From an optimization exercise on the open Yosys and OpenROAD flow, aimed at small area; shortcuts taken in it are not production practice. The RTL was checked by simulation tests, not by an equivalence proof against the original design. The flow treats the clock pin as an ideal source, which a real chip does not have. Power figures rest on the tool's default switching activity, not on a simulated workload.

Design ld19_rx_top, start of the top module:
module ld19_rx_top( uart_rx, sysclk, rst, led, led0_r, led0_g, led0_b );
Settings: LEC_CHECK=0, CAP_MARGIN=0, CORE_AREA=2.3 2.7 67.7 67.3, DIE_AREA=0 0 70 70, SLEW_MARGIN=0; clock period 10.0 ns.
standard.sh (not shown) runs the stock make flow with config.mk's settings and CLKGATE_MAP_FILE= SYNTH_SCRIPT=/design/flow/synth_recipe.tcl, a recipe that flattens the netlist after the stock synthesis.
==> flow/flow/run.sh <==
#!/bin/bash
# Own layout flow: the standard flow (standard.sh) with these changes:
#  - synthesis: the same ORFS synthesis script (my_synth.tcl wraps it like
#    synth_recipe.tcl), but ABC maps with several area-oriented scripts
#    (abc/*.abc) and the smallest result is kept; yosys's full-adder
#    extraction is skipped (ADDER_MAP_FILE empty);
#  - port buffers use the smallest buffer cell;
#  - the clock is distributed by a single clock buffer (clkbuf.tcl, run
#    before CTS) instead of a two-level tree.
# Each tool's full output is in orfs/logs/sky130hd/ld19_rx_top/base/; make's own
# output is in standard.log.
W=$(pwd)
export MY_ABC_DIR=$W/flow/abc
bash standard.sh \
  SYNTH_SCRIPT=$W/flow/my_synth.tcl \
  ADDER_MAP_FILE= \
  "BUFFER_PORTS_ARGS=-buffer_cell sky130_fd_sc_hd__buf_1" \
  PRE_CTS_TCL=$W/flow/clkbuf.tcl \
  "CTS_ARGS=-sink_clustering_enable -repair_clock_nets -clk_nets sysclk" \
  finish > standard.log 2>&1
==> flow/flow/clkbuf.tcl <==
# PRE_CTS hook: drive every clock sink from one clock buffer, placed at the
# sinks' centroid (detailed placement in cts.tcl legalizes it). The clock
# port then feeds only this buffer, and clock_tree_synthesis (run with
# -clk_nets sysclk) finds no further net to build a tree on.
set block [ord::get_db_block]
set db [ord::get_db]
set clk [$block findNet sysclk]
set master [$db findMaster sky130_fd_sc_hd__clkbuf_16]
set newnet [odb::dbNet_create $block clknet_root]
$newnet setSigType CLOCK
set inst [odb::dbInst_create $block $master clkbuf_root]
set sx 0; set sy 0; set n 0
foreach it [$clk getITerms] {
  set i [$it getInst]
  set bb [$i getBBox]
  incr sx [expr {([$bb xMin]+[$bb xMax])/2}]
  incr sy [expr {([$bb yMin]+[$bb yMax])/2}]
  incr n
  $it disconnect
  $it connect $newnet
}
$inst setLocation [expr {$sx/$n}] [expr {$sy/$n}]
$inst setPlacementStatus PLACED
[$inst findITerm A] connect $clk
[$inst findITerm X] connect $newnet
puts "clkbuf.tcl: one clock buffer drives $n sinks"
Other scripts of this flow, unchanged in this note and not shown: flow/flow/abc/a1.abc, flow/flow/abc/a2.abc, flow/flow/abc/a3.abc, flow/flow/abc/a4.abc, flow/flow/abc/a5.abc, flow/flow/abc/a6.abc, flow/flow/abc/a7.abc, flow/flow/abc/d0_20.abc, flow/flow/abc/d0_50.abc, flow/flow/abc/d3_20.abc, flow/flow/abc/d3_50.abc, flow/flow/abc/d5_20.abc, flow/flow/abc/d5_50.abc, flow/flow/abc/e0_20.abc, flow/flow/abc/e0_50.abc, flow/flow/abc/e3_20.abc, flow/flow/abc/e3_50.abc, flow/flow/abc/e5_20.abc, flow/flow/abc/e5_50.abc, flow/flow/my_synth.tcl
The starting point finished with timing, DRC and antenna clean.
Edit:
--- a/flow/flow/run.sh
+++ b/flow/flow/run.sh
@@ -15,4 +15,5 @@
   SYNTH_SCRIPT=$W/flow/my_synth.tcl \
   ADDER_MAP_FILE= \
+  SYNTH_INSBUF=0 \
   "BUFFER_PORTS_ARGS=-buffer_cell sky130_fd_sc_hd__buf_1" \
   PRE_CTS_TCL=$W/flow/clkbuf.tcl \
--- a/flow/flow/clkbuf.tcl
+++ b/flow/flow/clkbuf.tcl
@@ -6,5 +6,5 @@
 set db [ord::get_db]
 set clk [$block findNet sysclk]
-set master [$db findMaster sky130_fd_sc_hd__clkbuf_16]
+set master [$db findMaster sky130_fd_sc_hd__buf_12]
 set newnet [odb::dbNet_create $block clknet_root]
 $newnet setSigType CLOCK
- CAP_MARGIN: 0 -> 20
- GPL_TIMING_DRIVEN: default -> 0
- SLEW_MARGIN: 0 -> 20
Effect:
- global-route usage climbs by 0.22 points
- utilization drops by 0.15 points
- wire length drops by 2.9%
- register-to-register slack degrades by 0.20 ns
- sequential share of layout area climbs by 0.25 points
- final area drops by 0.54%
- setup slack improves by 0.0059 ns
- total power drops by 2.2%
- sequential power hardly moves
- via count drops by 4.9%

[separate check: timing with driven ports]
The flow's constraints put no driver on any port. The routed layouts listed below were extracted and timed again, unchanged, in two steps.
Step 1 sets driving cells, clkbuf_16 on the clock port and buf_2 on the other inputs (assumed; they add their load-dependent delay and slew).
Step 2 adds t to the input delays and takes it off the output delays; t is the mean of the earliest and latest rising clock arrival at the registers after step 1. Input paths then give back, and output paths get back, about the clock's delay inside the block.
Three values: ideal, step 1, step 2; two values: the first two.
| run | shift t [ns] | slack for setup (ns) | hold WS [ns] | worst setup path at the end |
|---|---|---|---|---|
| the first run | 0.190 | 6.629 / 6.598 / 6.693 | 0.480 / 0.480 / 0.480 | input to register |
| the second run | 0.165 | 6.635 / 6.602 / 6.634 | 0.473 / 0.473 / 0.473 | input to register |
After both steps setup and hold are still met in every run listed. For the second run, which loses most, drivers alone change the setup slack by -0.033 ns; drivers and shift together by -0.001 ns.
